What follows belongs to an exercise in optimizing a design on an open flow for small area; a production flow would make more cautious choices. Where RTL was checked, it was by simulation tests only, not by an equivalence proof against the original. For runs 1 and 5 to 7, only the layout was checked, not whether the RTL still works. No activity file was given, so power comes from the tool's default toggle rates.

**flow/design.v**
```verilog
`timescale 1ns / 1ps
module apb_master#(parameter addr_width =5 , data_width = 16) (
    input bit pclk,
    input bit preset_n,
    input logic pready,
    input logic transfer,
    input logic [data_width - 1 : 0] prdata,
    input logic [addr_width - 1 : 0] apb_paddr,
    input logic apb_control,
    output logic [addr_width - 1 : 0] paddr,
    output logic pselx,
    output bit penable,
    output logic pwrite,
    output logic [data_width - 1 : 0] apb_prdata
);
logic sel_q, en_q;
logic [data_width - 1 : 0] temp_apb_prdata;
always_ff @(posedge pclk, negedge preset_n) begin
    if (!preset_n) begin
        sel_q <= 1'b0;
        en_q  <= 1'b0;
    end else if (en_q) begin
        sel_q <= !pready;
        en_q  <= !pready;
    end else if (sel_q) begin
        sel_q <= transfer;
        en_q  <= transfer;
    end else begin
        sel_q <= transfer;
        en_q  <= 1'b0;
    end
end
assign pselx   = sel_q;
assign penable = en_q;
assign paddr   = sel_q ? apb_paddr : '0;
assign pwrite  = apb_control;
always_ff @(posedge pclk, negedge preset_n) begin
    if (!preset_n)
        temp_apb_prdata <= '0;
    else if (pready && !apb_control)
        temp_apb_prdata <= prdata;
end
assign apb_prdata = temp_apb_prdata;
endmodule
`timescale 1ns / 1ps
module apb_slave#(
    parameter addr_width = 5,
    parameter data_width = 16
)(
    input  logic pclk,
    input  logic preset_n,
    input  logic pselx,
    input  logic penable,
    input  logic pwrite,
    input  logic [addr_width - 1 : 0] paddr,
    input  logic [data_width - 1 : 0] pwdata,      
    output logic [data_width - 1 : 0] apb_spwdata,
    output logic [data_width - 1 : 0] prdata,
    output logic pready
);
    localparam int N = 2**addr_width;
    localparam int H = N / 2;
    localparam logic [1:0] IDLE = 2'b00, SETUP = 2'b01, ACCESS = 2'b10;
    logic [1:0] present_state, next_state;
    always_ff @(posedge pclk or negedge preset_n) begin
        if (!preset_n)
            present_state <= IDLE;
        else
            present_state <= next_state;
    end
    always_comb begin
        case (present_state)
            IDLE:    next_state = (pselx && !penable) ? SETUP : IDLE;
            SETUP:   next_state = (pselx && penable) ? ACCESS : IDLE;
            ACCESS:  next_state = !pselx ? IDLE : SETUP;
            default: next_state = IDLE;
        endcase
    end
    always_ff @(posedge pclk or negedge preset_n) begin
        if (!preset_n)
            pready <= 1'b0;
        else
            pready <= (present_state == ACCESS);
    end
    logic [data_width-1:0] ring [0:N-1];
    logic [data_width-1:0] rd_q;
    logic [addr_width-1:0] cnt;
    logic                  wr_pend, rd_pend;
    logic [addr_width-1:0] pos;
    wire                   wr    = pready && pwrite;
    wire                   rd    = pready && !pwrite;
    wire                   wr_do = wr_pend && !pos[0];
    wire                   rd_do = rd_pend && !pos[0];
    always_ff @(posedge pclk) begin
        cnt     <= cnt + 1'b1;
        wr_pend <= wr || (wr_pend && pos[0]);
        rd_pend <= rd || (rd_pend && pos[0]);
        pos     <= pready ? paddr + cnt + 1'b1 : pos + 1'b1;
    end
    logic [H-1:0] psel, wsel, wseln, rseln;
    always_comb
        for (int k = 0; k < H; k++) begin
            psel[k]  = (pos[addr_width-1:1] == k[addr_width-2:0]);
            wsel[k]  = wr_do && psel[k];
            wseln[k] = !wsel[k];
            rseln[k] = !psel[k];
        end
    for (genvar p = 0; p < N; p++) begin : g_ring
        if (p % 2 == 1) begin : g_load
            wire [data_width-1:0] a = (p % 4 == 1) ? apb_spwdata : ~apb_spwdata;
            for (genvar i = 0; i < data_width; i++) begin : g_bit
                wire d;
                apb_imux u_mux (.s(wsel[p/2]), .sn(wseln[p/2]), .a(a[i]), .b(ring[p-1][i]), .y(d));
                always_ff @(posedge pclk)
                    ring[p][i] <= d;
            end
        end else begin : g_shift
            always_ff @(posedge pclk)
                ring[p] <= ring[(p + N - 1) % N];
        end
    end
    wire wr_data = wr && pselx;
    always_ff @(posedge pclk)
        apb_spwdata <= ({data_width{wr_data}} & pwdata) | ({data_width{!wr}} & apb_spwdata);
    localparam logic [H-1:0] INV = 16'hAAAA;
    logic [data_width-1:0] rdata;
    for (genvar i = 0; i < data_width; i++) begin : g_rd
        logic [H-1:0] col;
        for (genvar k = 0; k < H; k++) begin : g_col
            assign col[k] = ring[2*k][i];
        end
        apb_rmux #(.N(H), .INV(INV)) u_rmux (.s(psel), .sn(rseln), .d(col), .y(rdata[i]));
    end
    assign prdata = rd_do ? rdata : rd_q;
    always_ff @(posedge pclk)
        rd_q <= prdata;
endmodule
module apb_imux (
    input  logic s,
    input  logic sn,
    input  logic a,
    input  logic b,
    output logic y
);
    assign y = ~((sn | a) & (s | b));
endmodule
module apb_rmux #(parameter N = 16, parameter logic [N-1:0] INV = '0) (
    input  logic [N-1:0] s,
    input  logic [N-1:0] sn,
    input  logic [N-1:0] d,
    output logic         y
);
    always_comb begin
        y = 1'b0;
        for (int k = 0; k < N; k++)
            if (INV[k])
                y = y | !(sn[k] | d[k]);
            else
                y = y | (s[k] & d[k]);
    end
endmodule
`timescale 1ns / 1ps
module apb_wrapper#(parameter addr_width = 5, data_width = 16)(
    input bit pclk,                   
    input bit preset_n,               
    input logic transfer,  
    input logic [addr_width - 1 : 0] apb_paddr,  
    input logic [data_width - 1 : 0] apb_pwdata,  
    input logic apb_control ,         
    output logic [data_width - 1 : 0] apb_spwdata,   
    output logic [data_width - 1 : 0] apb_prdata  
    );
    logic [addr_width-1:0] paddr;
    logic pselx;
    bit penable;
    logic pwrite;
    logic                    pready;
    logic [data_width -1:0]  prdata;
    apb_master #(.addr_width(addr_width), .data_width(data_width)) DUT (
        .pclk(pclk),
        .preset_n(preset_n),
        .pready(pready),
        .transfer(transfer),
        .prdata(prdata),
        .apb_paddr(apb_paddr),
        .apb_control(apb_control),
        .paddr(paddr),
        .pselx(pselx),
        .penable(penable),
        .pwrite(pwrite),
        .apb_prdata(apb_prdata)
    );
     apb_slave #(
        .addr_width(addr_width),
        .data_width(data_width)
    ) dut (
        .pclk       (pclk),
        .preset_n   (preset_n),
        .pselx      (pselx),
        .penable    (penable),
        .pwrite     (pwrite),
        .paddr      (paddr),
        .pwdata     (apb_pwdata),
        .apb_spwdata(apb_spwdata),
        .prdata     (prdata),
        .pready     (pready)
    );
endmodule
```
**flow/flow/run.sh**
```bash
#!/bin/bash
# Layout flow: the standard flow (standard.sh) with these changes, made
# through ORFS's own variables and a wrapper around the synthesis script:
#  - synthesis: the standard flow's synthesis script unchanged, except that ABC maps the
#    logic for area (flow/abc_area.script) instead of ORFS's delay script;
#    registers are mapped before ABC runs, so they are the standard ones,
#  - clock tree synthesis without dummy loads, with clkbuf_8 buffers and
#    smaller sink clusters,
#  - port buffers of the smallest buffer cell.
# make's full output goes to standard.log here; ORFS's per-step logs stay
# under orfs/logs/.
set -euo pipefail
here=$(pwd)
flowdir=$(cd "$(dirname "$0")" && pwd)

orig=$(grep -o 'SYNTH_SCRIPT=[^ ]*' standard.sh | head -1 | cut -d= -f2-)
cat > "$here/area_synth.tcl" <<EOT
# ABC with the area script; drop the delay target and its constraints
proc abc {args} {
  set keep {}
  set skip 0
  foreach a \$args {
    if {\$skip} { set skip 0; continue }
    if {\$a in {-script -D -constr}} { set skip 1; continue }
    lappend keep \$a
  }
  yosys abc -script $flowdir/abc_area.script {*}\$keep
}
source $orig
EOT
sed "s#SYNTH_SCRIPT=[^ ]*#SYNTH_SCRIPT=$here/area_synth.tcl#" standard.sh > area_standard.sh

export CTS_ARGS="-sink_clustering_enable -repair_clock_nets -dont_use_dummy_load -buf_list sky130_fd_sc_hd__clkbuf_8 -sink_clustering_size 16 -sink_clustering_max_diameter 60"
export BUFFER_PORTS_ARGS="-buffer_cell sky130_fd_sc_hd__buf_1"
bash area_standard.sh > standard.log 2>&1
```
**flow/flow/abc_area.script**
```
strash
dch
amap
```
**flow/standard.sh**
```bash
#!/bin/bash
# synth_recipe.tcl (not shown) runs the flow's synth.tcl, then flattens the netlist and writes it again
# the make line also repeats each setting of config.mk as NAME=value (left out here)
make -C /OpenROAD-flow-scripts/flow DESIGN_CONFIG=/design/flow/config.mk WORK_HOME=/design/flow/orfs CLKGATE_MAP_FILE= SYNTH_SCRIPT=/design/flow/synth_recipe.tcl "${@:-finish}"
```
**flow/config.mk**
```make
export PLATFORM = sky130hd
export DESIGN_NAME = apb_wrapper
export DESIGN_NICKNAME = apb_wrapper
export VERILOG_FILES = /design/flow/design.v
export SDC_FILE = /design/flow/constraint.sdc
export NUM_CORES = 4
export LEC_CHECK = 0
export CAP_MARGIN = 20
export CORE_MARGIN = 2
export CORE_UTILIZATION = 40
export GPL_TIMING_DRIVEN = 0
export SLEW_MARGIN = 20
export SYNTH_HIERARCHICAL = 1
export SYNTH_MINIMUM_KEEP_SIZE = 0
```
**flow/constraint.sdc**
```tcl
create_clock -name core_clock -period 5.0 [get_ports {pclk}]
set_input_delay 1.0000 -clock core_clock [delete_from_list [all_inputs] [get_ports {pclk}]]
set_output_delay 1.0000 -clock core_clock [all_outputs]
set_load 0.01 [all_outputs]
```
==> qor.yml, run 1 <==
dpl.cell_count: 1796
cts.sinks: 577
slew_headroom: 0.214
clkSlewWorstSetupHoldPaths_ns: 0.10
drc: 0
setup_tns_ns: 0
crit_chain: "nand2_1 -> nor2_1 -> clkinv_1 -> nor2_4 -> clkinv_1 -> o22ai_1"
critPathLaunchType: "register"
vias: 10951
fin_skew_ns: 0.0452
grt_max_degree: 22
place_area_um2: 16800
grt_pass1_vias: 10523
die_area_um2: 41000
track_usage: 0.236
antenna_found_initial: 0
gp_congestion: 0.800
initial_core_util: 0.407
hold_buffers: 0
drtPass1Iterations: 5
fmax_ghz: 0.222
critPathBufInv: 2
power.density_nw_per_um2: 634
core_um2: 38700
grt_pass1_wl_um: 70000
hold_viol: 0
fin_worst_hold_slack_ns: 0.312
fillers: 3576
syn_area_per_cell_um2: 12.9
async_reset_ff_frac: 0.0364
cpPeakStageDelay_ns: 1.22
clk_latency_ns: 0.58
clock_path_buffers: 3
ys_seq_area_frac: 0.740
slowest_stage: "clkinv_1"
avgViaCountPerCell: 5.95
io_pins: 57
grt-ovfl-total: 0
dieHeight_um: 202
maxSlewViolCount: 0
total_power_mw: 11.1
ant_nets: 0
post_cts_resized: 0
seq_area_um2: 11700
areaGrowthSynthToFinish_pct: 10.7
drt-initial-drc-count: 1152
synth.cell_area_um2: 15800
layout-drive-gt1-share: 0.0575
min_path_type: "reg -> reg"
synth_top_flop_cell: "dfxtp_1"
cp_top_family: "buffers and inverters"
peakVddDrop_mv: 0.210
die-width_um: 202
port_buffers: 56
worst_slew_pin_slew_ns: 1.17
postLayoutCellArea_um2: 17400
ys_types: 23
cp_max_fo: 17
worstPathArrival_ns: 4.98
drv_cap: 0
fin_crit_sh: 0.902
yosys_warnings: 11
rsz0062_at_grt: "false"
setup_viol: 0
min_period_ns: 4.51
num-nets-final: 1355
synth_edf_count: 0
postCtsSetupBuffers: 0
drt_wl_total_um: 49600
wl_per_cell_um: 27.0
antennaDiodeCount: 0
worstPathRequired_ns: 5.47
status: "finished clean"
h-tree-depth: 2
rows: 72
place_hpwl_um: 27400
power_leakage_nw: 6.61
root_buffer: "clkbuf_8"
criticalPathCategory: "reg -> reg"
syn_nets: 1252
netlist_instances: 1220
numCtsBuffers: 43
crit_top_cell: "clkinv_1"
final_cells: 1839
cts_tree: "built"
critPathCaptureType: "register"
synth_seq_cells: 577
multiInputGateArea_um2: 3980
Yosys cell counts, drive strengths merged, types with 3 or more instances:
master    n  area share
o21ai     3     0.00095
o22a     17      0.0095
or4      32       0.015
dfxtp   556        0.71
ha        6      0.0048
nor2b     9      0.0036
o221ai   16      0.0089
and3      3      0.0012
a21o      3      0.0014
clkinv   80       0.019
dfrtp    21       0.033
a22o     96       0.053
nand2    13      0.0031
a21oi     6      0.0019
nor2     44       0.010
o22ai   308        0.12
cell type report:
type | instances | area share
plain buffers | 1 | 0.000431
repair buffers | 58 | 0.0144
flip-flops and latches | 577 | 0.668
multi-input cells | 562 | 0.228
clock buffers | 43 | 0.0339
inverters | 80 | 0.0172
well taps | 518 | 0.0372
cells by family after synthesis:
group,count (synthesis),synth area share
and+or+nand+nor,102,0.0341
buffers and inverters,81,0.0195
AOI/OAI and AO/OA,452,0.200
DFF,577,0.740
xor gates and xnor gates,1,0.000556
adders and majority gates,7,0.00604
final timing paths:
kind / from / to / slack (ns) / cells after the start
worst min register to register: dut.ring[15][8] / dut.ring[16][8] / 0.31 / 0
worst max-delay path: dut.pos[4] / dut.ring[31][15] / 0.49 / 6
worst max register to register: dut.pos[4] / dut.ring[31][15] / 0.49 / 6
worst min-delay path: dut.ring[15][8] / dut.ring[16][8] / 0.31 / 0
max in group asynchronous: preset_n / DUT.en_q / 4.22 / 1
min in group asynchronous: preset_n / DUT.temp_apb_prdata[4] / 0.39 / 1
cells in the final DEF, fill, tap and decap left out, drive strengths merged:
cell    synthesis  routed
o32ai           1       1
nor2b           9       9
or4            32      32
fa              1       1
dfrtp          21      21
a21o            3       3
o21ai           3       3
nor3b           1       1
a221oi          1       1
dfxtp         556     556
a22o           96      96
clkbuf          0      44
xor2            1       1
nand2          13      13
o22ai         308     308
a21oi           6       6
o21a            1       1
ha              6       6
nor2           44      44
and3            3       3
buf             1      58
o221ai         16      16
clkinv         80      80
o22a           17      17
registers in the layout (all words and copies together), names as in the netlist:
name and cells:
dut.present_state 2, dut.rd_pend 1, dut.rd_q 16, dut.cnt 5
DUT.sel_q 1, dut.pos 5, dut.ring 512, dut.apb_spwdata 16
dut.pready 1, dut.wr_pend 1, DUT.en_q 1, DUT.temp_apb_prdata 16
report_power, final:
| part | total [mW] | switching, mW | internal (mW) |
|---|---|---|---|
| Combinational | 2.49 | 1.51 | 0.980 |
| Sequential | 6.43 | 0.716 | 5.72 |
| Clock | 2.14 | 1.37 | 0.774 |
per-layer routing:
metal  GRT usage  vias to the layer above  wire, um
met3      0.0509                      119      4650
met5           0                        -         0
met2       0.374                      546     22100
li1            -                     4834         -
met1       0.321                     5452     21100
met4      0.0826                        0      1690
through the flow:
| stage | worst slack (ns) | utilization |
|---|---|---|
| after global routing | 0.633 | 0.450 |
| after floorplan | 2.41 | - |
| final | 0.489 | 0.450 |
| after detailed placement | 0.795 | 0.435 |
| after global placement | -1.24 | 0.429 |
| after CTS | 0.813 | 0.450 |
==> run 2, diff against run 1 <==
--- a/flow/design.v
+++ b/flow/design.v
@@ -150,14 +150,37 @@
     input  logic [N-1:0] d,
     output logic         y
 );
+    localparam int NP = N / 2;
+    logic [NP-1:0] ps, pd, qsn, qd;
     always_comb begin
-        y = 1'b0;
+        int ip, iq;
+        ip = 0; iq = 0;
+        ps = '0; pd = '0; qsn = '0; qd = '0;
         for (int k = 0; k < N; k++)
-            if (INV[k])
-                y = y | !(sn[k] | d[k]);
-            else
-                y = y | (s[k] & d[k]);
-    end
+            if (INV[k]) begin
+                qsn[iq] = sn[k]; qd[iq] = d[k]; iq++;
+            end else begin
+                ps[ip] = s[k]; pd[ip] = d[k]; ip++;
+            end
+    end
+    logic [NP/2-1:0] pn, qp;
+    for (genvar j = 0; j < NP/2; j++) begin : g_pair
+        apb_rsel_aoi u_p (.s1(ps[2*j]), .d1(pd[2*j]), .s2(ps[2*j+1]), .d2(pd[2*j+1]), .y(pn[j]));
+        apb_rsel_oai u_q (.sn1(qsn[2*j]), .d1(qd[2*j]), .sn2(qsn[2*j+1]), .d2(qd[2*j+1]), .y(qp[j]));
+    end
+    assign y = !(&pn) || (|qp);
+endmodule
+module apb_rsel_aoi (
+    input  logic s1, d1, s2, d2,
+    output logic y
+);
+    assign y = !((s1 && d1) || (s2 && d2));
+endmodule
+module apb_rsel_oai (
+    input  logic sn1, d1, sn2, d2,
+    output logic y
+);
+    assign y = !((sn1 || d1) && (sn2 || d2));
 endmodule
 `timescale 1ns / 1ps
 module apb_wrapper#(parameter addr_width = 5, data_width = 16)(
==> qor.yml, run 2 <==
ys_top_cells_by_area: "dfxtp_1 (71%), o22ai_1 (14%), dfrtp_1 (3.4%), a22oi_1 (3.1%), clkinv_1 (1.9%)"
synth_most_common_cell: "dfxtp_1"
clk_latency_ns: 0.60
yosys_warnings: 11
largest_register_ffs: 512
p_sw_mw: 3.60
drtPass1Iterations: 7
synth.cell_area_um2: 15700
ys_types: 24
syn_area_per_cell_um2: 12.5
numCtsBuffers: 43
avgViaCountPerCell: 5.79
synth_area_leader_cell: "dfxtp_1"
rows: 72
min_period_ns: 4.15
antenna_found_initial: 0
min_path_type: "reg -> reg"
peakVddDrop_mv: 0.287
rsz0062_at_grt: "false"
syn_nets: 1284
rrSetupSlack_ns: 0.85
grt_pass1_wl_um: 68300
grt_pass1_vias: 10764
p_int_mw: 7.42
synth_commonest_cells: "dfxtp_1 (556), o22ai_1 (340), clkinv_1 (80)"
core_um2: 38600
dieHeight_um: 202
cp_max_fo: 17
place_hpwl_um: 27900
drt_wl_total_um: 46400
synth_seq_cells: 577
grt-ovfl-total: 0
postCtsSetupBuffers: 0
final_common_cell: "dfxtp_1"
status: "finished clean"
postLayoutCellArea_um2: 17400
drt-initial-drc-count: 934
p_seq_frac: 0.584
final_cells: 1881
initial_core_util: 0.405
vias: 10886
worstPathArrival_ns: 4.61
track_usage: 0.225
endpoint: "dut.ring[27][13]"
synth_top_flop_cell: "dfxtp_1"
place_area_um2: 16800
layout_common_cells: "dfxtp_1 (556), o22ai_1 (340), clkinv_1 (80)"
synth_edf_count: 0
fin_skew_ns: 0.0324
drc: 0
areaGrowthSynthToFinish_pct: 11.4
regMostFlops: "dut.ring"
fmax_ghz: 0.241
worstPathRequired_ns: 5.46
clkSlewWorstSetupHoldPaths_ns: 0.10
maxSlewViolCount: 0
critPathCaptureType: "register"
synth_top_cell_area_share: 0.711
h-tree-depth: 2
combPwrFrac: 0.222
netlist_instances: 1252
clock_path_buffers: 3
ys_seq_area_frac: 0.745
root_buffer: "clkbuf_8"
die-width_um: 202
r2r_cells: 6
gp_congestion: 0.830
ant_nets: 0
post_cts_resized: 0
drv_cap: 0
power.density_nw_per_um2: 632
switching_share: 0.326
p_clk_frac: 0.194
io_pins: 57
slew_headroom: 0.308
fin_crit_sh: 0.830
setup_viol: 0
critPathLaunchType: "register"
criticalPathCategory: "reg -> reg"
cts_tree: "built"
power_leakage_nw: 6.54
hold_buffers: 0
worst_slew_pin_slew_ns: 1.03
r2r_end: "dut.ring[27][13]"
dpl.cell_count: 1838
die_area_um2: 40700
hold_viol: 0
worstReg2RegStart: "dut.pos[4]"
port_buffers: 56
antennaDiodeCount: 0
grt_max_degree: 22
async_reset_ff_frac: 0.0364
num-nets-final: 1397
wl_per_cell_um: 24.7
setup_tns_ns: 0
crit_path_start: "dut.pos[4]"
cts.sinks: 577
layout-drive-gt1-share: 0.0631
## run 2: area by class of cell
| type | count | area, um2 |
|---|---|---|
| buffer | 1 | 7.51 |
| clock buffer | 43 | 592 |
| fill | 3582 | 21200 |
| inverter | 80 | 300 |
| multi-input combinational | 594 | 3830 |
| sequential | 577 | 11700 |
| tap | 518 | 648 |
| timing repair buffer | 68 | 397 |
## run 2: power groups by stage
| stage | registers, mW | logic, mW | clock network, mW |
|---|---|---|---|
| 6_report | 6.43 | 2.45 | 2.14 |
| 3_3_place_gp | 6.50 | 2.27 | 0 |
| 3_5_place_dp | 6.52 | 2.40 | 0 |
| 2_1_floorplan | 6.33 | 1.44 | 0 |
| 5_1_grt | 6.58 | 2.63 | 2.33 |
| 4_1_cts | 6.43 | 2.41 | 2.17 |
## run 2: logic make-up (layout without fill, tap and decap cells)
kind of cell / after synthesis / in the layout / share of synthesized area
compound gates: 452 / 452 / 0.191
xor+xnor: 1 / 1 / 0.000560
simple gates: 134 / 134 / 0.0381
buf+inv: 81 / 192 / 0.0197
flops: 577 / 577 / 0.745
fa+ha+maj: 7 / 7 / 0.00607
## run 2: stage by stage
step                      hold WS [ns]  power (mW)  setup WS (ns)  utilization
after floorplan                  0.310        7.77           2.41            -
after global placement           0.310        8.77          -1.06        0.427
after detailed placement         0.312        8.92           1.05        0.436
after CTS                        0.308        11.0           1.05        0.451
after global routing             0.307        11.5          0.799        0.451
final                            0.300        11.0          0.850        0.451
## run 2: worst min-delay path by stage
stage	from	endpoint	slack (ns)	depth (start not counted)
floorplan	dut.ring[31][0]	dut.ring[0][0]	0.31	0
global placement	dut.ring[11][6]	dut.ring[12][6]	0.31	0
detailed placement	dut.ring[11][15]	dut.ring[12][15]	0.31	0
CTS	dut.ring[13][4]	dut.ring[14][4]	0.31	0
global route	dut.ring[13][4]	dut.ring[14][4]	0.31	0
finish	dut.ring[13][4]	dut.ring[14][4]	0.30	0
## run 2: metal layers
layer | vias up | track usage | part of all wire
met2 | 477 | 0.345 | 0.44
li1 | 4926 | - | -
met1 | 5374 | 0.311 | 0.44
met5 | - | 0 | 0
met3 | 109 | 0.0574 | 0.087
met4 | 0 | 0.0759 | 0.032
## run 2: worst max-delay path, cell delays in order (launching register included)
cell      delay [ns]
dfxtp_1         0.40
nand2_1         0.20
nor2_1          0.16
clkinv_1        0.77
nor2_4          0.98
clkinv_1        1.06
o22ai_1         0.44
## run 2: Yosys stat by module (local to each module, per instance), a selection
| module | flip-flops and latches | cells | cell area, um2 | copies in the design |
|---|---|---|---|---|
| apb_rsel_aoi | 0 | 1 | 7.51 | 64 |
| apb_rsel_oai | 0 | 1 | 6.26 | 64 |
| apb_imux | 0 | 1 | 6.26 | 256 |
==> run 3, diff against run 2 <==
--- a/flow/config.mk
+++ b/flow/config.mk
@@ -7,7 +7,7 @@
 export LEC_CHECK = 0
 export CAP_MARGIN = 20
 export CORE_MARGIN = 2
-export CORE_UTILIZATION = 40
+export CORE_UTILIZATION = 33
 export GPL_TIMING_DRIVEN = 0
 export SLEW_MARGIN = 20
 export SYNTH_HIERARCHICAL = 1
==> qor.yml, run 3 <==
post_cts_resized: 0
cpPeakStageDelay_ns: 0.98
slew_headroom: 0.321
ys_seq_area_frac: 0.745
antennaDiodeCount: 0
place_hpwl_um: 28600
gp_congestion: 0.829
grt_pass1_wl_um: 68300
setup_tns_ns: 0
root_buffer: "clkbuf_8"
postCtsSetupBuffers: 0
total_power_mw: 11.0
synthXorXnorAreaFrac: 0.000560
synth_edf_count: 0
synth_most_common_cell: "dfxtp_1"
layout-drive-gt1-share: 0.0644
crit_top_cell: "clkinv_1"
antenna_found_initial: 0
critPathBufInv: 2
areaGrowthSynthToFinish_pct: 12.1
fin_ws_ns: 1.00
synth_area_leader_cell: "dfxtp_1"
vias: 10911
worstPathArrival_ns: 4.43
dieHeight_um: 222
num-nets-final: 1400
numCtsBuffers: 42
fin_skew_ns: 0.0540
ys_top_cells_by_area: "dfxtp_1 (71%), o22ai_1 (14%), dfrtp_1 (3.4%), a22oi_1 (3.1%), clkinv_1 (1.9%)"
peakVddDrop_mv: 0.216
hold_buffers: 0
ant_nets: 0
maxSlewViolCount: 0
netlist_instances: 1252
critPathCaptureType: "register"
core_um2: 46700
crit_chain: "nand2_1 -> nor2_1 -> clkinv_1 -> nor2_4 -> clkinv_1 -> o22ai_1"
layout_common_cells: "dfxtp_1 (556), o22ai_1 (340), clkinv_1 (80)"
cp_max_fo: 17
drt_wl_total_um: 46700
p_int_mw: 7.41
synth_simple_gate_area_frac: 0.0381
die_area_um2: 49200
p_clk_frac: 0.193
slowest_stage: "clkinv_1"
clk_latency_ns: 0.59
regMostFlops: "dut.ring"
yosys_warnings: 11
cts.sinks: 577
track_usage: 0.185
port_buffers: 56
rsz0062_at_grt: "false"
ys_types: 24
p_seq_frac: 0.584
synthAdderAreaFrac: 0.00607
rows: 79
drt-initial-drc-count: 1167
final_common_cell: "dfxtp_1"
synth_top_family_by_area: "compound AO/OA/AOI/OAI gates"
cp_top_family: "buffers and inverters"
syn_nets: 1284
clock_path_buffers: 3
place_area_um2: 17000
synth_top_flop_cell: "dfxtp_1"
p_sw_mw: 3.61
worstPathRequired_ns: 5.43
largest_register_ffs: 512
worst_slew_pin_slew_ns: 1.01
avgViaCountPerCell: 5.53
grt_max_degree: 22
fmax_ghz: 0.250
h-tree-depth: 2
synth.cell_area_um2: 15700
wl_per_cell_um: 23.7
synth_top_cell_area_share: 0.711
combPwrFrac: 0.224
power.density_nw_per_um2: 628
synthMuxAreaShare: 0
fin_worst_hold_slack_ns: 0.295
syn_area_per_cell_um2: 12.5
grt_pass1_vias: 10805
synth_commonest_cells: "dfxtp_1 (556), o22ai_1 (340), clkinv_1 (80)"
setup_viol: 0
min_path_type: "reg -> reg"
drv_cap: 0
grt-ovfl-total: 0
dp_slack_ns: 1.19
die-width_um: 222
io_pins: 57
drtPass1Iterations: 16
clkSlewWorstSetupHoldPaths_ns: 0.10
status: "finished clean"
critPathLaunchType: "register"
cts_tree: "built"
synth-compound-area-share: 0.191
drc: 0
initial_core_util: 0.336
criticalPathCategory: "reg -> reg"
switching_share: 0.328
power_leakage_nw: 6.56
async_reset_ff_frac: 0.0364
synth_seq_cells: 577
postLayoutCellArea_um2: 17600
hold_viol: 0
min_period_ns: 4.00
fin_crit_sh: 0.799
[run 3: cell types whose count changed in the layout (fill, tap and decap cells not counted), sizes merged]
cell    before  now
clkbuf      44   43
buf         68   72
[run 3: modules after synthesis (local to each module, per instance), a selection]
module | cell area (um2) | flops+latches | times used | cells
apb_rsel_aoi | 7.51 | 0 | 64 | 1
apb_imux | 6.26 | 0 | 256 | 1
apb_rsel_oai | 6.26 | 0 | 64 | 1
[run 3: per-layer routing]
| metal | global-route usage | routed length, um | up-vias |
|---|---|---|---|
| li1 | - | - | 4940 |
| met1 | 0.254 | 20600 | 5372 |
| met2 | 0.291 | 20700 | 490 |
| met3 | 0.0366 | 3820 | 109 |
| met4 | 0.0639 | 1580 | 0 |
| met5 | 0 | 0 | - |
[run 3: cell families (layout without fill, tap and decap cells)]
| logic type | Yosys count | after routing |
|---|---|---|
| compound gates | 452 | 452 |
| buf+inv | 81 | 195 |
| fa+ha+maj | 7 | 7 |
| xor+xnor | 1 | 1 |
| simple gates | 134 | 134 |
| flops | 577 | 577 |
[run 3: power by group through the flow]
stage | logic, mW | registers [mW] | clock network, mW
after floorplan | 1.44 | 6.33 | 0
after global placement | 2.29 | 6.51 | 0
after detailed placement | 2.40 | 6.53 | 0
after CTS | 2.41 | 6.43 | 2.17
after global routing | 2.63 | 6.56 | 2.34
final | 2.46 | 6.44 | 2.12
[run 3: cell type report]
class / instances / area [um2]
tap: 607 / 759
inverter: 80 / 300
timing repair buffer: 72 / 438
clock buffer: 42 / 578
sequential: 577 / 11700
multi-input combinational: 594 / 3810
buffer: 1 / 7.51
fill: 4538 / 29100
[run 3: final timing paths]
check	startpoint	to	slack, ns	cells past startpoint
hold / removal	dut.ring[21][11]	dut.ring[22][11]	0.30	0
setup reg to reg	dut.pos[4]	dut.ring[19][5]	1.00	6
setup / recovery	dut.pos[4]	dut.ring[19][5]	1.00	6
max in group asynchronous	preset_n	DUT.temp_apb_prdata[2]	4.28	1
min in group asynchronous	preset_n	DUT.temp_apb_prdata[10]	0.35	1
hold reg to reg	dut.ring[21][11]	dut.ring[22][11]	0.30	0
[run 3: through the flow]
stage | instances | util
2_1_floorplan | 1252 | -
5_1_grt | 1973 | 0.376
4_1_cts | 1972 | 0.376
3_5_place_dp | 1930 | 0.363
3_3_place_gp | 1915 | 0.356
6_report | 1973 | 0.376
[run 3: worst register-to-register path, cell delays in order, from the launching register on]
cell and delay (ns):
dfxtp_1 0.42, nand2_1 0.20, nor2_1 0.15, clkinv_1 0.79, nor2_4 0.94, clkinv_1 0.98, o22ai_1 0.37
==> run 4, diff against run 3 <==
--- a/flow/config.mk
+++ b/flow/config.mk
@@ -7,7 +7,7 @@
 export LEC_CHECK = 0
 export CAP_MARGIN = 20
 export CORE_MARGIN = 2
-export CORE_UTILIZATION = 33
+export CORE_UTILIZATION = 46
 export GPL_TIMING_DRIVEN = 0
 export SLEW_MARGIN = 20
 export SYNTH_HIERARCHICAL = 1
==> qor.yml, run 4 <==
status: "finished clean"
final_common_cell: "dfxtp_1"
synth.cell_area_um2: 15700
fin_skew_ns: 0.0636
worstHoldPathCells: 0
setup_viol: 0
vias: 10866
cts.sinks: 577
r2r_cells: 6
drv_cap: 0
areaGrowthSynthToFinish_pct: 11.4
clock_path_buffers: 3
place_area_um2: 16900
rows: 67
die-width_um: 188
min-delay-start: "dut.ring[25][2]"
largest_register_ffs: 512
dieHeight_um: 188
layout-drive-gt1-share: 0.0692
synth_commonest_cells: "dfxtp_1 (556), o22ai_1 (340), clkinv_1 (80)"
power_leakage_nw: 6.61
place_hpwl_um: 28800
gp_congestion: 0.835
antenna_found_initial: 0
synth_most_common_cell: "dfxtp_1"
post_cts_resized: 0
fin_ws_ns: 1.19
min_path_type: "reg -> reg"
synth_edf_count: 0
drc: 0
cts_tree: "built"
layout_common_cells: "dfxtp_1 (556), o22ai_1 (340), clkinv_1 (80)"
worstPathRequired_ns: 5.46
dp_slack_ns: 1.35
r2r_end: "dut.ring[31][8]"
min_period_ns: 3.81
netlist_instances: 1252
fin_worst_hold_slack_ns: 0.319
setup_tns_ns: 0
postLayoutCellArea_um2: 17400
fmax_ghz: 0.263
synth_top_cell_area_share: 0.711
syn_area_per_cell_um2: 12.5
regMostFlops: "dut.ring"
track_usage: 0.251
yosys_warnings: 11
grt_pass1_wl_um: 66400
rsz0062_at_grt: "false"
slowest_stage: "clkinv_1"
seq_area_um2: 11700
ys_top_cells_by_area: "dfxtp_1 (71%), o22ai_1 (14%), dfrtp_1 (3.4%), a22oi_1 (3.1%), clkinv_1 (1.9%)"
avgViaCountPerCell: 5.97
drt_wl_total_um: 45000
wl_per_cell_um: 24.7
die_area_um2: 35500
grt_pass1_vias: 10593
crit_chain: "nand2_1 -> nor2_1 -> clkinv_1 -> nor2_4 -> clkinv_1 -> o22ai_1"
ys_types: 24
numCtsBuffers: 42
min_to: "dut.ring[26][2]"
final_core_util: 0.520
cpPeakStageDelay_ns: 0.98
clk_latency_ns: 0.58
root_buffer: "clkbuf_8"
port_buffers: 56
rrSetupSlack_ns: 1.19
critPathCaptureType: "register"
dpl.cell_count: 1779
peakVddDrop_mv: 0.262
synth_seq_cells: 577
critPathLaunchType: "register"
core_um2: 33500
slew_headroom: 0.337
cp_max_fo: 17
grt_max_degree: 22
worstReg2RegStart: "dut.pos[4]"
num-nets-final: 1407
initial_core_util: 0.467
clkSlewWorstSetupHoldPaths_ns: 0.10
hold_viol: 0
multiInputGateArea_um2: 3770
fin_crit_sh: 0.761
cp_top_family: "buffers and inverters"
ant_nets: 0
ys_seq_area_frac: 0.745
critPathBufInv: 2
total_power_mw: 11.0
worstPathArrival_ns: 4.27
drt-initial-drc-count: 812
postCtsSetupBuffers: 0
criticalPathCategory: "reg -> reg"
antennaDiodeCount: 0
power.density_nw_per_um2: 630
final_cells: 1821
crit_top_cell: "clkinv_1"
worst_slew_pin_slew_ns: 0.989
maxSlewViolCount: 0
hold_buffers: 0
h-tree-depth: 2
syn_nets: 1284
drtPass1Iterations: 5
io_pins: 57
synth_top_flop_cell: "dfxtp_1"
async_reset_ff_frac: 0.0364
grt-ovfl-total: 0
synth_area_leader_cell: "dfxtp_1"
fillers: 2998
run 4: cell counts after synthesis:
Identical to the previous run, type by type.
run 4: kinds of logic after synthesis:
kind of cell	Yosys count	share of synthesized area
AOI/OAI and AO/OA	452	0.191
xor gates and xnor gates	1	0.000560
adders and majority gates	7	0.00607
buffers and inverters	81	0.0197
DFF	577	0.745
and+or+nand+nor	134	0.0381
run 4: area by class of cell:
cell class | instances | share of cell area
Sequential cell | 577 | 0.668
Inverter | 80 | 0.0172
Timing Repair Buffer | 79 | 0.0322
Clock buffer | 42 | 0.0331
Buffer | 1 | 0.000430
Multi-Input combinational cell | 594 | 0.216
Tap cell | 448 | 0.0321
run 4: per-module statistics from Yosys, one instance, submodules excluded, a selection:
module / flip-flops and latches / copies in the design / cell area (um2)
apb_imux: 0 / 256 / 6.26
apb_rsel_aoi: 0 / 64 / 7.51
apb_rsel_oai: 0 / 64 / 6.26
run 4: worst max-delay path by stage:
stage / startpoint / endpoint / cells past startpoint
floorplan: dut.pos[4] / dut.ring[25][0] / 6
global placement: dut.pos[2] / dut.ring[21][11] / 6
detailed placement: dut.pos[4] / dut.ring[31][8] / 6
CTS: dut.pos[4] / dut.ring[31][8] / 6
global route: dut.pos[1] / dut.ring[31][3] / 6
finish: dut.pos[4] / dut.ring[31][8] / 6
run 4: power breakdown:
| group | total (mW) | switching [mW] | internal (mW) | leakage [nW] |
|---|---|---|---|---|
| combinational | 2.44 | 1.48 | 0.955 | 1.25 |
| clock | 2.11 | 1.35 | 0.757 | 0.302 |
| sequential | 6.44 | 0.723 | 5.72 | 5.06 |
run 4: layer usage:
metal	vias up	part of all wire	global-route usage
met5	-	0	0
met4	0	0.026	0.0727
met3	93	0.075	0.0456
met2	439	0.45	0.396
met1	5401	0.45	0.354
li1	4933	-	-
==> run 5, diff against run 4 <==
--- a/flow/design.v
+++ b/flow/design.v
@@ -6,11 +6,14 @@
     input logic transfer,
     input logic [data_width - 1 : 0] prdata,
     input logic [addr_width - 1 : 0] apb_paddr,
+    input logic [data_width - 1 : 0] apb_pwdata,
     input logic apb_control,
     output logic [addr_width - 1 : 0] paddr,
     output logic pselx,
     output bit penable,
     output logic pwrite,
+    output logic [data_width - 1 : 0] pwdata,
+    output logic [data_width / 8 - 1 : 0] pstrb,
     output logic [data_width - 1 : 0] apb_prdata
 );
 logic sel_q, en_q;
@@ -33,7 +36,9 @@
 assign pselx   = sel_q;
 assign penable = en_q;
 assign paddr   = sel_q ? apb_paddr : '0;
+assign pwdata  = (sel_q && apb_control) ? apb_pwdata : '0;
 assign pwrite  = apb_control;
+assign pstrb   = (pwrite && pselx && penable) ? '1 : '0;
 always_ff @(posedge pclk, negedge preset_n) begin
     if (!preset_n)
         temp_apb_prdata <= '0;
@@ -53,7 +58,7 @@
     input  logic penable,
     input  logic pwrite,
     input  logic [addr_width - 1 : 0] paddr,
-    input  logic [data_width - 1 : 0] pwdata,      
+    input  logic [data_width - 1 : 0] pwdata,
     output logic [data_width - 1 : 0] apb_spwdata,
     output logic [data_width - 1 : 0] prdata,
     output logic pready
@@ -119,9 +124,10 @@
                 ring[p] <= ring[(p + N - 1) % N];
         end
     end
-    wire wr_data = wr && pselx;
-    always_ff @(posedge pclk)
-        apb_spwdata <= ({data_width{wr_data}} & pwdata) | ({data_width{!wr}} & apb_spwdata);
+    always_ff @(posedge pclk) begin
+        if (wr)
+            apb_spwdata <= pwdata;
+    end
     localparam logic [H-1:0] INV = 16'hAAAA;
     logic [data_width-1:0] rdata;
     for (genvar i = 0; i < data_width; i++) begin : g_rd
@@ -197,6 +203,8 @@
     logic pselx;
     bit penable;
     logic pwrite;
+    logic [data_width-1:0] pwdata;
+    logic [data_width/8-1:0] pstrb; 
     logic                    pready;
     logic [data_width -1:0]  prdata;
     apb_master #(.addr_width(addr_width), .data_width(data_width)) DUT (
@@ -206,11 +214,14 @@
         .transfer(transfer),
         .prdata(prdata),
         .apb_paddr(apb_paddr),
+        .apb_pwdata(apb_pwdata),
         .apb_control(apb_control),
         .paddr(paddr),
         .pselx(pselx),
         .penable(penable),
         .pwrite(pwrite),
+        .pwdata(pwdata),
+        .pstrb(pstrb),
         .apb_prdata(apb_prdata)
     );
      apb_slave #(
@@ -223,7 +234,7 @@
         .penable    (penable),
         .pwrite     (pwrite),
         .paddr      (paddr),
-        .pwdata     (apb_pwdata),
+        .pwdata     (pwdata),
         .apb_spwdata(apb_spwdata),
         .prdata     (prdata),
         .pready     (pready)
--- a/flow/config.mk
+++ b/flow/config.mk
@@ -7,7 +7,7 @@
 export LEC_CHECK = 0
 export CAP_MARGIN = 20
 export CORE_MARGIN = 2
-export CORE_UTILIZATION = 46
+export CORE_UTILIZATION = 40
 export GPL_TIMING_DRIVEN = 0
 export SLEW_MARGIN = 20
 export SYNTH_HIERARCHICAL = 1
==> qor.yml, run 5 <==
status: "finished clean"
cpPeakStageDelay_ns: 0.94
power.density_nw_per_um2: 588
h-tree-depth: 2
post_cts_resized: 0
fin_ws_ns: 1.22
fin_skew_ns: 0.0471
drt-initial-drc-count: 667
critPathCaptureType: "register"
root_buffer: "clkbuf_8"
regMostFlops: "dut.ring"
min_path_type: "reg -> reg"
fin_crit_sh: 0.757
antennaDiodeCount: 0
syn_nets: 1268
initial_core_util: 0.407
cts.sinks: 577
io_pins: 57
dp_slack_ns: 1.05
die_area_um2: 41000
rows: 72
numCtsBuffers: 42
drc: 0
rsz0062_at_grt: "false"
yosys_warnings: 11
num-nets-final: 1391
setup_viol: 0
power_leakage_nw: 6.60
drt_wl_total_um: 44400
cts_tree: "built"
hold_buffers: 0
grt_pass1_wl_um: 66300
synth.cell_area_um2: 15800
drv_cap: 0
min_period_ns: 3.78
final_common_cell: "dfxtp_1"
core_um2: 38700
final_core_util: 0.454
cp_top_family: "buffers and inverters"
worstPathRequired_ns: 5.44
dpl.cell_count: 1833
clkSlewWorstSetupHoldPaths_ns: 0.09
antenna_found_initial: 0
postCtsSetupBuffers: 0
drtPass1Iterations: 5
criticalPathCategory: "reg -> reg"
largest_register_ffs: 512
syn_area_per_cell_um2: 12.7
wl_per_cell_um: 23.7
worstPathArrival_ns: 4.23
multiInputGateArea_um2: 3760
dieHeight_um: 202
crit_chain: "nand2_1 -> nor2_1 -> clkinv_1 -> nor2_2 -> clkinv_1 -> o22ai_1"
critPathBufInv: 2
ant_nets: 0
areaGrowthSynthToFinish_pct: 11.6
grt_pass1_vias: 10868
worst_slew_pin_slew_ns: 0.892
die-width_um: 202
clk_latency_ns: 0.60
slowest_stage: "nor2_2"
peakVddDrop_mv: 0.313
place_hpwl_um: 28500
hold_viol: 0
layout_common_cells: "dfxtp_1 (540), o22ai_1 (323), clkinv_1 (64), a22oi_1 (64), buf_1 (55)"
critPathLaunchType: "register"
slew_headroom: 0.401
grt_max_degree: 22
cp_max_fo: 17
fmax_ghz: 0.264
crit_top_cell: "clkinv_1"
track_usage: 0.214
seq_area_um2: 11800
netlist_instances: 1236
clock_path_buffers: 3
gp_congestion: 0.828
maxSlewViolCount: 0
avgViaCountPerCell: 5.73
rrSetupSlack_ns: 1.22
port_buffers: 56
final_cells: 1875
layout-drive-gt1-share: 0.0685
fillers: 3674
grt-ovfl-total: 0
vias: 10746
==> run 5: path summary, 6_finish.rpt <==
check                            startpoint                 endpoint  depth (start not counted)
setup / recovery                 dut.pos[2]         dut.ring[15][13]                          6
hold / removal             dut.ring[13][12]         dut.ring[14][12]                          0
setup reg to reg                 dut.pos[2]         dut.ring[15][13]                          6
hold reg to reg            dut.ring[13][12]         dut.ring[14][12]                          0
max in group asynchronous          preset_n                DUT.sel_q                          1
min in group asynchronous          preset_n  DUT.temp_apb_prdata[11]                          1
==> run 5: where the power goes <==
group | internal [mW] | total [mW] | switching, mW
Clock | 0.757 | 2.10 | 1.34
Sequential | 5.67 | 6.21 | 0.536
Combinational | 0.822 | 2.03 | 1.21
==> run 5: routing by layer <==
layer	global-route usage	routed length [um]
met1	0.289	19500
met2	0.347	20600
met3	0.0292	2570
met4	0.0897	1700
met5	0	0
==> run 5: area by class of cell <==
type,instances,area share
inverters,64,0.0137
well taps,518,0.0369
multi-input cells,594,0.214
clock buffers,42,0.0329
plain buffers,1,0.000427
flip-flops and latches,577,0.672
repair buffers,79,0.0304
==> run 5: metrics by stage <==
stage / cell area, um2 / hold WS, ns / power (mW) / TNS [ns]
4_1_cts: 17600 / 0.292 / 10.4 / 0
6_report: 17600 / 0.292 / 10.3 / 0
5_1_grt: 17600 / 0.298 / 10.8 / 0
3_3_place_gp: 16600 / 0.310 / 8.18 / -13.06
2_1_floorplan: 15800 / 0.310 / 7.37 / 0
3_5_place_dp: 17000 / 0.312 / 8.31 / 0
==> run 6, diff against run 5 <==
--- a/flow/config.mk
+++ b/flow/config.mk
@@ -5,10 +5,10 @@
 export SDC_FILE = /design/flow/constraint.sdc
 export NUM_CORES = 4
 export LEC_CHECK = 0
-export CAP_MARGIN = 20
+export CAP_MARGIN = 0
 export CORE_MARGIN = 2
 export CORE_UTILIZATION = 40
 export GPL_TIMING_DRIVEN = 0
-export SLEW_MARGIN = 20
+export SLEW_MARGIN = 0
 export SYNTH_HIERARCHICAL = 1
 export SYNTH_MINIMUM_KEEP_SIZE = 0
==> qor.yml, run 6 <==
grt_max_degree: 22
worstHoldPathCells: 0
yosys_warnings: 11
rsz0062_at_grt: "false"
status: "finished clean"
vias: 10624
regMostFlops: "dut.ring"
grt-ovfl-total: 0
cp_max_fo: 17
setup_viol: 0
peakVddDrop_mv: 0.323
clock_path_buffers: 3
numCtsBuffers: 42
final_common_cell: "dfxtp_1"
drc: 0
multiInputGateArea_um2: 3750
fillers: 3650
drtPass1Iterations: 5
min-delay-start: "dut.ring[19][8]"
hold_buffers: 0
netlist_instances: 1236
gp_congestion: 0.828
worstPathRequired_ns: 5.44
final_core_util: 0.454
min_path_type: "reg -> reg"
dieHeight_um: 202
postCtsSetupBuffers: 0
min_to: "dut.ring[20][8]"
setup_tns_ns: 0
min_period_ns: 4.21
die_area_um2: 41000
synth.cell_area_um2: 15800
worstPathArrival_ns: 4.65
die-width_um: 202
slew_headroom: 0.139
syn_nets: 1268
worst_slew_pin_slew_ns: 1.29
h-tree-depth: 2
drt-initial-drc-count: 641
seq_area_um2: 11800
grt_pass1_vias: 10795
clkSlewWorstSetupHoldPaths_ns: 0.10
initial_core_util: 0.407
antennaDiodeCount: 0
avgViaCountPerCell: 5.67
power_leakage_nw: 6.60
hold_viol: 0
clk_latency_ns: 0.59
antenna_found_initial: 0
ant_nets: 0
critPathCaptureType: "register"
rrSetupSlack_ns: 0.79
slowest_stage: "nor2_1"
fin_crit_sh: 0.842
grt_pass1_wl_um: 65400
largest_register_ffs: 512
critPathLaunchType: "register"
crit_chain: "nand2_1 -> nor2_1 -> clkinv_1 -> nor2_1 -> clkinv_1 -> o22ai_1"
fin_ws_ns: 0.788
place_hpwl_um: 28500
syn_area_per_cell_um2: 12.7
track_usage: 0.211
io_pins: 57
drv_cap: 0
num-nets-final: 1391
areaGrowthSynthToFinish_pct: 11.6
post_cts_resized: 0
power.density_nw_per_um2: 588
port_buffers: 56
maxSlewViolCount: 0
layout-drive-gt1-share: 0.0663
fin_worst_hold_slack_ns: 0.288
drt_wl_total_um: 43800
r2r_end: "dut.ring[15][13]"
wl_per_cell_um: 23.4
worstReg2RegStart: "dut.pos[1]"
rows: 72
criticalPathCategory: "reg -> reg"
fin_skew_ns: 0.0642
layout_common_cells: "dfxtp_1 (540), o22ai_1 (323), clkinv_1 (64), a22oi_1 (64), buf_1 (56)"
cts_tree: "built"
dp_slack_ns: 1.06
root_buffer: "clkbuf_8"
core_um2: 38700
cpPeakStageDelay_ns: 1.26
fmax_ghz: 0.237
cts.sinks: 577
r2r_cells: 6
## run 6: report_power, final
group | switching [mW] | leakage, nW | internal [mW] | total [mW]
sequential | 0.537 | 5.07 | 5.67 | 6.21
combinational | 1.20 | 1.22 | 0.823 | 2.02
clock | 1.34 | 0.302 | 0.757 | 2.10
total | 3.07 | 6.60 | 7.25 | 10.3
## run 6: through the flow
stage	instance area [um2]	cells	power, mW
final	17600	1875	10.3
after global routing	17600	1875	10.8
after CTS	17600	1875	10.4
after detailed placement	17000	1833	8.31
after global placement	16600	1810	8.18
after floorplan	15800	1236	7.37
## run 6: layout make-up
| cell class | count | area share |
|---|---|---|
| timing repair buffer | 79 | 0.0307 |
| inverter | 64 | 0.0137 |
| multi-input combinational | 594 | 0.213 |
| clock buffer | 42 | 0.0329 |
| tap | 518 | 0.0369 |
| buffer | 1 | 0.000427 |
| sequential | 577 | 0.672 |
## run 6: per-layer routing
metal / global-route usage / vias to the layer above / share of wire
met5: 0 / - / 0
met4: 0.0957 / 0 / 0.040
met3: 0.0308 / 113 / 0.056
met2: 0.343 / 369 / 0.47
met1: 0.281 / 5256 / 0.44
li1: - / 4886 / -
## run 6: worst max-delay path by stage
| stage | start | to | slack (ns) |
|---|---|---|---|
| 3_5_place_dp | dut.pos[1] | dut.ring[15][13] | 1.06 |
| 2_1_floorplan | dut.pos[4] | dut.ring[25][0] | 2.41 |
| 6_report | dut.pos[1] | dut.ring[15][13] | 0.79 |
| 4_1_cts | dut.pos[1] | dut.ring[15][13] | 1.00 |
| 3_3_place_gp | dut.pos[2] | dut.ring[13][4] | -0.29 |
| 5_1_grt | dut.pos[1] | dut.ring[15][13] | 0.68 |
## run 6: worst max-delay path, delay by kind of cell (launching register included)
kind / cells / cell delay, ns
compound gates: 1 / 0.49
buf+inv: 2 / 1.53
flops: 1 / 0.40
simple gates: 3 / 1.62
==> run 7, diff against run 6 <==
--- a/flow/flow/run.sh
+++ b/flow/flow/run.sh
@@ -30,6 +30,6 @@
 EOT
 sed "s#SYNTH_SCRIPT=[^ ]*#SYNTH_SCRIPT=$here/area_synth.tcl#" standard.sh > area_standard.sh
 
-export CTS_ARGS="-sink_clustering_enable -repair_clock_nets -dont_use_dummy_load -buf_list sky130_fd_sc_hd__clkbuf_8 -sink_clustering_size 16 -sink_clustering_max_diameter 60"
+export CTS_ARGS="-sink_clustering_enable -repair_clock_nets -dont_use_dummy_load -buf_list sky130_fd_sc_hd__clkbuf_8 -sink_clustering_size 18 -sink_clustering_max_diameter 50"
 export BUFFER_PORTS_ARGS="-buffer_cell sky130_fd_sc_hd__buf_1"
 bash area_standard.sh > standard.log 2>&1
--- a/flow/config.mk
+++ b/flow/config.mk
@@ -5,10 +5,10 @@
 export SDC_FILE = /design/flow/constraint.sdc
 export NUM_CORES = 4
 export LEC_CHECK = 0
-export CAP_MARGIN = 0
+export CAP_MARGIN = 20
 export CORE_MARGIN = 2
 export CORE_UTILIZATION = 40
 export GPL_TIMING_DRIVEN = 0
-export SLEW_MARGIN = 0
+export SLEW_MARGIN = 20
 export SYNTH_HIERARCHICAL = 1
 export SYNTH_MINIMUM_KEEP_SIZE = 0
==> qor.yml, run 7 <==
status: "finished clean"
min_to: "dut.ring[18][4]"
root_buffer: "clkbuf_8"
grt-ovfl-total: 0
ant_nets: 0
slew_headroom: 0.405
crit_top_cell: "clkinv_1"
cts.sinks: 577
worstHoldPathCells: 0
criticalPathCategory: "reg -> reg"
peakVddDrop_mv: 0.279
grt_max_degree: 22
fin_worst_hold_slack_ns: 0.299
power.density_nw_per_um2: 588
die_area_um2: 41000
port_buffers: 56
r2r_cells: 8
min_path_type: "reg -> reg"
power_leakage_nw: 6.60
cp_max_fo: 17
wl_per_cell_um: 23.5
setup_viol: 0
cts_tree: "built"
clk_latency_ns: 0.60
yosys_warnings: 11
syn_area_per_cell_um2: 12.7
cp_top_family: "buffers and inverters"
areaGrowthSynthToFinish_pct: 11.6
drt_wl_total_um: 44200
regMostFlops: "dut.ring"
slowest_stage: "nor2_2"
fillers: 3672
vias: 10663
drv_cap: 0
num-nets-final: 1391
layout_common_cells: "dfxtp_1 (540), o22ai_1 (323), clkinv_1 (64), a22oi_1 (64), buf_1 (55)"
grt_pass1_vias: 10816
min_period_ns: 3.59
maxSlewViolCount: 0
h-tree-depth: 2
fin_crit_sh: 0.718
drtPass1Iterations: 5
setup_tns_ns: 0
fmax_ghz: 0.279
place_hpwl_um: 28500
netlist_instances: 1236
min-delay-start: "dut.ring[17][4]"
final_common_cell: "dfxtp_1"
drt-initial-drc-count: 631
drc: 0
clock_path_buffers: 3
postCtsSetupBuffers: 0
largest_register_ffs: 512
rrSetupSlack_ns: 1.41
worstPathRequired_ns: 5.49
critPathBufInv: 4
critPathLaunchType: "register"
layout-drive-gt1-share: 0.0685
worst_slew_pin_slew_ns: 0.887
critPathCaptureType: "register"
cpPeakStageDelay_ns: 0.82
r2r_end: "dut.ring[23][2]"
post_cts_resized: 0
hold_viol: 0
io_pins: 57
avgViaCountPerCell: 5.69
syn_nets: 1268
gp_congestion: 0.828
dieHeight_um: 202
rows: 72
antennaDiodeCount: 0
antenna_found_initial: 0
numCtsBuffers: 42
track_usage: 0.215
worstReg2RegStart: "dut.pos[3]"
core_um2: 38700
rsz0062_at_grt: "false"
fin_skew_ns: 0.0537
synth.cell_area_um2: 15800
crit_chain: "clkinv_1 -> nand2_1 -> nor2_1 -> clkinv_1 -> nor2_2 -> buf_6 -> clkinv_1 -> o22ai_1"
hold_buffers: 0
initial_core_util: 0.407
grt_pass1_wl_um: 66300
die-width_um: 202
worstPathArrival_ns: 4.08
clkSlewWorstSetupHoldPaths_ns: 0.11
==> run 7: cell count changes in the layout (fill, tap and decap cells not counted) <==
cell / delta
nor2b_2: -1
nor2_1: -2
nor2_2: +2
buf_8: -2
buf_1: -1
buf_2: +1
nor2b_4: +1
buf_6: +2
==> run 7: cell type report <==
class                      count  area (um2)  share of cell area
multi-input combinational    594        3760               0.214
timing repair buffer          79         534              0.0304
clock buffer                  42         578              0.0329
sequential                   577       11800               0.672
inverter                      64         240              0.0137
buffer                         1        7.51            0.000427
tap                          518         648              0.0369
==> run 7: worst max path at each step <==
| stage | from | endpoint | slack [ns] | cells after the start |
|---|---|---|---|---|
| 5_1_grt | dut.pos[4] | dut.ring[23][3] | 1.22 | 7 |
| 3_3_place_gp | dut.pos[2] | dut.ring[13][4] | -0.29 | 6 |
| 4_1_cts | dut.pos[2] | dut.ring[15][13] | 1.09 | 6 |
| 3_5_place_dp | dut.pos[1] | dut.ring[15][13] | 1.05 | 6 |
| 6_report | dut.pos[3] | dut.ring[23][2] | 1.41 | 8 |
| 2_1_floorplan | dut.pos[4] | dut.ring[25][0] | 2.41 | 6 |
==> run 7: where the power goes <==
| part | switching, mW | internal (mW) | leakage, nW | total [mW] |
|---|---|---|---|---|
| clock network | 1.35 | 0.757 | 0.302 | 2.10 |
| logic | 1.20 | 0.822 | 1.23 | 2.03 |
| registers | 0.537 | 5.68 | 5.07 | 6.21 |
==> run 7: routing by layer <==
metal | wire length [um] | track usage | share of wire | vias up
li1 | - | - | - | 4883
met1 | 19800 | 0.291 | 0.45 | 5343
met2 | 20600 | 0.349 | 0.47 | 348
met3 | 2180 | 0.0281 | 0.049 | 89
met4 | 1550 | 0.0881 | 0.035 | 0
met5 | 0 | 0 | 0 | -
==> run 7: stage by stage <==
step	util	power [mW]	cells	worst slack, ns	instance area [um2]
global route	0.454	10.8	1875	1.22	17600
floorplan	-	7.37	1236	2.41	15800
global placement	0.429	8.18	1810	-0.287	16600
detailed placement	0.439	8.31	1833	1.05	17000
CTS	0.454	10.4	1875	1.09	17600
finish	0.454	10.3	1875	1.41	17600
==> run 8, diff against run 7 <==
--- a/flow/design.v
+++ b/flow/design.v
@@ -6,14 +6,11 @@
     input logic transfer,
     input logic [data_width - 1 : 0] prdata,
     input logic [addr_width - 1 : 0] apb_paddr,
-    input logic [data_width - 1 : 0] apb_pwdata,
     input logic apb_control,
     output logic [addr_width - 1 : 0] paddr,
     output logic pselx,
     output bit penable,
     output logic pwrite,
-    output logic [data_width - 1 : 0] pwdata,
-    output logic [data_width / 8 - 1 : 0] pstrb,
     output logic [data_width - 1 : 0] apb_prdata
 );
 logic sel_q, en_q;
@@ -36,9 +33,7 @@
 assign pselx   = sel_q;
 assign penable = en_q;
 assign paddr   = sel_q ? apb_paddr : '0;
-assign pwdata  = (sel_q && apb_control) ? apb_pwdata : '0;
 assign pwrite  = apb_control;
-assign pstrb   = (pwrite && pselx && penable) ? '1 : '0;
 always_ff @(posedge pclk, negedge preset_n) begin
     if (!preset_n)
         temp_apb_prdata <= '0;
@@ -58,7 +53,7 @@
     input  logic penable,
     input  logic pwrite,
     input  logic [addr_width - 1 : 0] paddr,
-    input  logic [data_width - 1 : 0] pwdata,
+    input  logic [data_width - 1 : 0] pwdata,      
     output logic [data_width - 1 : 0] apb_spwdata,
     output logic [data_width - 1 : 0] prdata,
     output logic pready
@@ -124,9 +119,13 @@
                 ring[p] <= ring[(p + N - 1) % N];
         end
     end
-    always_ff @(posedge pclk) begin
-        if (wr)
-            apb_spwdata <= pwdata;
+    wire wr_data = wr && pselx;
+    wire wr_n    = !wr;
+    for (genvar i = 0; i < data_width; i++) begin : g_w
+        wire d;
+        apb_ao22 u_w (.s1(wr_data), .a1(pwdata[i]), .s2(wr_n), .a2(apb_spwdata[i]), .y(d));
+        always_ff @(posedge pclk)
+            apb_spwdata[i] <= d;
     end
     localparam logic [H-1:0] INV = 16'hAAAA;
     logic [data_width-1:0] rdata;
@@ -175,6 +174,12 @@
         apb_rsel_oai u_q (.sn1(qsn[2*j]), .d1(qd[2*j]), .sn2(qsn[2*j+1]), .d2(qd[2*j+1]), .y(qp[j]));
     end
     assign y = !(&pn) || (|qp);
+endmodule
+module apb_ao22 (
+    input  logic s1, a1, s2, a2,
+    output logic y
+);
+    assign y = (s1 && a1) || (s2 && a2);
 endmodule
 module apb_rsel_aoi (
     input  logic s1, d1, s2, d2,
@@ -203,8 +208,6 @@
     logic pselx;
     bit penable;
     logic pwrite;
-    logic [data_width-1:0] pwdata;
-    logic [data_width/8-1:0] pstrb; 
     logic                    pready;
     logic [data_width -1:0]  prdata;
     apb_master #(.addr_width(addr_width), .data_width(data_width)) DUT (
@@ -214,14 +217,11 @@
         .transfer(transfer),
         .prdata(prdata),
         .apb_paddr(apb_paddr),
-        .apb_pwdata(apb_pwdata),
         .apb_control(apb_control),
         .paddr(paddr),
         .pselx(pselx),
         .penable(penable),
         .pwrite(pwrite),
-        .pwdata(pwdata),
-        .pstrb(pstrb),
         .apb_prdata(apb_prdata)
     );
      apb_slave #(
@@ -234,7 +234,7 @@
         .penable    (penable),
         .pwrite     (pwrite),
         .paddr      (paddr),
-        .pwdata     (pwdata),
+        .pwdata     (apb_pwdata),
         .apb_spwdata(apb_spwdata),
         .prdata     (prdata),
         .pready     (pready)
--- a/flow/flow/run.sh
+++ b/flow/flow/run.sh
@@ -6,7 +6,10 @@
 #    registers are mapped before ABC runs, so they are the standard ones,
 #  - clock tree synthesis without dummy loads, with clkbuf_8 buffers and
 #    smaller sink clusters,
-#  - port buffers of the smallest buffer cell.
+#  - port buffers of the smallest buffer cell,
+#  - power recovery after global routing (downsizes gates off the critical
+#    paths), followed by a repair of slew and capacitance limits
+#    (flow/post_grt.tcl).
 # make's full output goes to standard.log here; ORFS's per-step logs stay
 # under orfs/logs/.
 set -euo pipefail
@@ -30,6 +33,8 @@
 EOT
 sed "s#SYNTH_SCRIPT=[^ ]*#SYNTH_SCRIPT=$here/area_synth.tcl#" standard.sh > area_standard.sh
 
-export CTS_ARGS="-sink_clustering_enable -repair_clock_nets -dont_use_dummy_load -buf_list sky130_fd_sc_hd__clkbuf_8 -sink_clustering_size 18 -sink_clustering_max_diameter 50"
+export CTS_ARGS="-sink_clustering_enable -repair_clock_nets -dont_use_dummy_load -buf_list sky130_fd_sc_hd__clkbuf_8 -sink_clustering_size 24 -sink_clustering_max_diameter 40"
 export BUFFER_PORTS_ARGS="-buffer_cell sky130_fd_sc_hd__buf_1"
+export RECOVER_POWER=100
+export POST_GLOBAL_ROUTE_TCL="$flowdir/post_grt.tcl"
 bash area_standard.sh > standard.log 2>&1
==> flow/flow/post_grt.tcl (new file) <==
# Runs after ORFS's global route step (its POST_GLOBAL_ROUTE_TCL hook), after
# power recovery has downsized gates: repair any slew or capacitance limit
# that the downsizing broke, then place and route the changed nets again.
global_route -start_incremental
repair_design -slew_margin 20 -cap_margin 20
detailed_placement
global_route -end_incremental
estimate_parasitics -global_routing
write_guides $::env(RESULTS_DIR)/route.guide
==> qor.yml, run 8 <==
p_sw_mw: 3.59
netlist_instances: 1238
multiInputGateArea_um2: 3820
final_core_util: 0.455
status: "finished clean"
fillers: 3520
power.density_nw_per_um2: 642
yosys_warnings: 11
fmax_ghz: 0.220
avgViaCountPerCell: 5.82
drc: 0
die_area_um2: 40700
synth_area_leader_cell: "dfxtp_1"
fin_ws_ns: 0.451
dp_slack_ns: 1.01
min_path_type: "reg -> reg"
synth_most_common_cell: "dfxtp_1"
ys_types: 23
dieHeight_um: 202
critPathLaunchType: "register"
fin_crit_sh: 0.910
worstPathRequired_ns: 5.49
synth_edf_count: 0
layout-drive-gt1-share: 0.0651
maxSlewViolCount: 0
setup_viol: 0
post_cts_resized: 0
fin_worst_hold_slack_ns: 0.296
grt-ovfl-total: 0
ys_seq_area_frac: 0.746
synth_commonest_cells: "dfxtp_1 (556), o22ai_1 (323), clkinv_1 (66)"
worst_slew_pin_slew_ns: 1.16
place_hpwl_um: 27800
syn_nets: 1270
fin_skew_ns: 0.0524
cts.sinks: 577
wl_per_cell_um: 24.7
seq_area_um2: 11700
min_period_ns: 4.55
worstReg2RegStart: "dut.pos[3]"
crit_path_start: "dut.pos[3]"
worstPathArrival_ns: 5.04
final_cells: 1886
num-nets-final: 1401
min-delay-start: "dut.ring[13][6]"
slew_headroom: 0.223
antenna_found_initial: 0
async_reset_ff_frac: 0.0364
cp_max_fo: 17
synth_seq_cells: 577
combPwrFrac: 0.211
p_int_mw: 7.68
core_um2: 38600
clkSlewWorstSetupHoldPaths_ns: 0.10
clock_path_buffers: 3
drv_cap: 0
rows: 72
port_buffers: 56
ant_nets: 0
switching_share: 0.319
syn_area_per_cell_um2: 12.6
drtPass1Iterations: 5
grt_pass1_vias: 10741
cts_tree: "built"
regMostFlops: "dut.ring"
gp_congestion: 0.807
power_leakage_nw: 6.62
die-width_um: 202
criticalPathCategory: "reg -> reg"
synth_top_flop_cell: "dfxtp_1"
dpl.cell_count: 1826
setup_tns_ns: 0
critPathCaptureType: "register"
p_seq_frac: 0.570
areaGrowthSynthToFinish_pct: 12.4
numCtsBuffers: 59
p_clk_frac: 0.219
rrSetupSlack_ns: 0.45
vias: 10983
peakVddDrop_mv: 0.230
grt_pass1_wl_um: 67900
drt-initial-drc-count: 885
track_usage: 0.225
hold_buffers: 0
layout_common_cells: "dfxtp_1 (556), o22ai_1 (323), clkinv_1 (66)"
clk_latency_ns: 0.64
postCtsSetupBuffers: 0
io_pins: 57
h-tree-depth: 2
ys_top_cells_by_area: "dfxtp_1 (71%), o22ai_1 (13%), dfrtp_1 (3.4%), a22oi_1 (3.1%), a22o_1 (2.7%)"
initial_core_util: 0.405
drt_wl_total_um: 46600
grt_max_degree: 22
root_buffer: "clkbuf_8"
largest_register_ffs: 512
synth_top_cell_area_share: 0.712
hold_viol: 0
final_common_cell: "dfxtp_1"
synth.cell_area_um2: 15600
run 8: path summary, 6_finish.rpt:
| path | end | cells after the start |
|---|---|---|
| setup reg to reg | dut.ring[23][6] | 8 |
| hold reg to reg | dut.ring[14][6] | 0 |
| min in group asynchronous | dut.present_state[0] | 1 |
| max in group asynchronous | DUT.temp_apb_prdata[14] | 1 |
| hold / removal | dut.ring[14][6] | 0 |
| setup / recovery | dut.ring[23][6] | 8 |
run 8: modules after synthesis, one instance, submodules excluded, excerpt:
module / times used / flip-flops and latches / area (um2) / cells
apb_imux: 256 / 0 / 6.26 / 1
apb_rsel_aoi: 64 / 0 / 7.51 / 1
apb_ao22: 16 / 0 / 8.76 / 1
apb_rsel_oai: 64 / 0 / 6.26 / 1
run 8: cell families (layout without fill, tap and decap cells):
family,Yosys count,after routing,share of synthesized area
adders and majority gates,7,7,0.00608
other,0,1,0
xor gates and xnor gates,1,1,0.000560
DFF,577,577,0.746
AOI/OAI and AO/OA,453,453,0.194
buffers and inverters,67,196,0.0163
and+or+nand+nor,133,133,0.0376
run 8: worst max-delay path: stages (launching register included):
cell and delay, ns:
dfxtp_1 0.36, clkinv_1 0.09, nand2_1 0.12, nor2_1 0.12, clkinv_1 0.68, nor2_1 1.03, clkbuf_1 0.62, clkinv_1 0.93
o22ai_1 0.44
run 8: layout make-up:
type,instances,area share
antenna,1,0.000142
buffer,1,0.000427
clock buffer,59,0.0462
inverter,66,0.0141
multi-input combinational,594,0.218
sequential,577,0.663
tap,518,0.0369
timing repair buffer,70,0.0212
run 8: power groups by stage:
stage | Clock, mW | Combinational (mW) | Sequential (mW)
floorplan | 0 | 1.42 | 6.31
global placement | 0 | 2.25 | 6.49
detailed placement | 0 | 2.37 | 6.50
CTS | 2.53 | 2.37 | 6.41
finish | 2.47 | 2.38 | 6.43
run 8: through the flow:
| step | cell area, um2 | total power, mW |
|---|---|---|
| floorplan | 15600 | 7.74 |
| global placement | 16500 | 8.73 |
| detailed placement | 16800 | 8.87 |
| CTS | 17600 | 11.3 |
| finish | 17600 | 11.3 |
run 8: routing by layer:
metal	vias to the layer above	part of all wire	global-route usage
li1	4933	-	-
met1	5367	0.42	0.301
met2	542	0.45	0.348
met3	141	0.080	0.0395
met4	0	0.050	0.119
met5	-	0	0

[what the ideal ports hide]
No port has a modelled driver above. Below, the same layouts with a new extraction and two added sets of constraints. Step 1 (the two cells are an assumption about what drives the block):
set clk [get_ports {pclk}]
set_driving_cell -lib_cell sky130_fd_sc_hd__clkbuf_16 $clk
set_driving_cell -lib_cell sky130_fd_sc_hd__buf_2 [delete_from_list [all_inputs] $clk]
Step 2 adds t to the input delays and takes it off the output delays; t is the mean of the earliest and latest rising clock arrival at the registers after step 1. Input paths then give back, and output paths get back, about the clock's delay inside the block. Three values: ideal, step 1, step 2; two values: the first two.
run	t, ns	setup WS [ns]	slew at the worst register clock pin (ns)	worst data-port slew with drivers (ns)	pins driven straight from the clock port
run 1	0.617	0.489 / 0.489 / 0.489	0.10 / 0.10	0.05	1
run 2	0.625	0.850 / 0.850 / 0.850	0.10 / 0.10	0.03	1
run 3	0.623	1.004 / 1.004 / 1.004	0.11 / 0.11	0.04	1
run 4	0.589	1.193 / 1.193 / 1.193	0.10 / 0.10	0.03	1
run 5	0.626	1.216 / 1.216 / 1.216	0.10 / 0.10	0.03	1
run 6	0.608	0.788 / 0.788 / 0.788	0.10 / 0.10	0.03	1
run 7	0.621	1.411 / 1.411 / 1.411	0.11 / 0.11	0.03	1
run 8	0.665	0.451 / 0.451 / 0.451	0.10 / 0.10	0.03	1
After both steps every run listed still meets setup and hold.
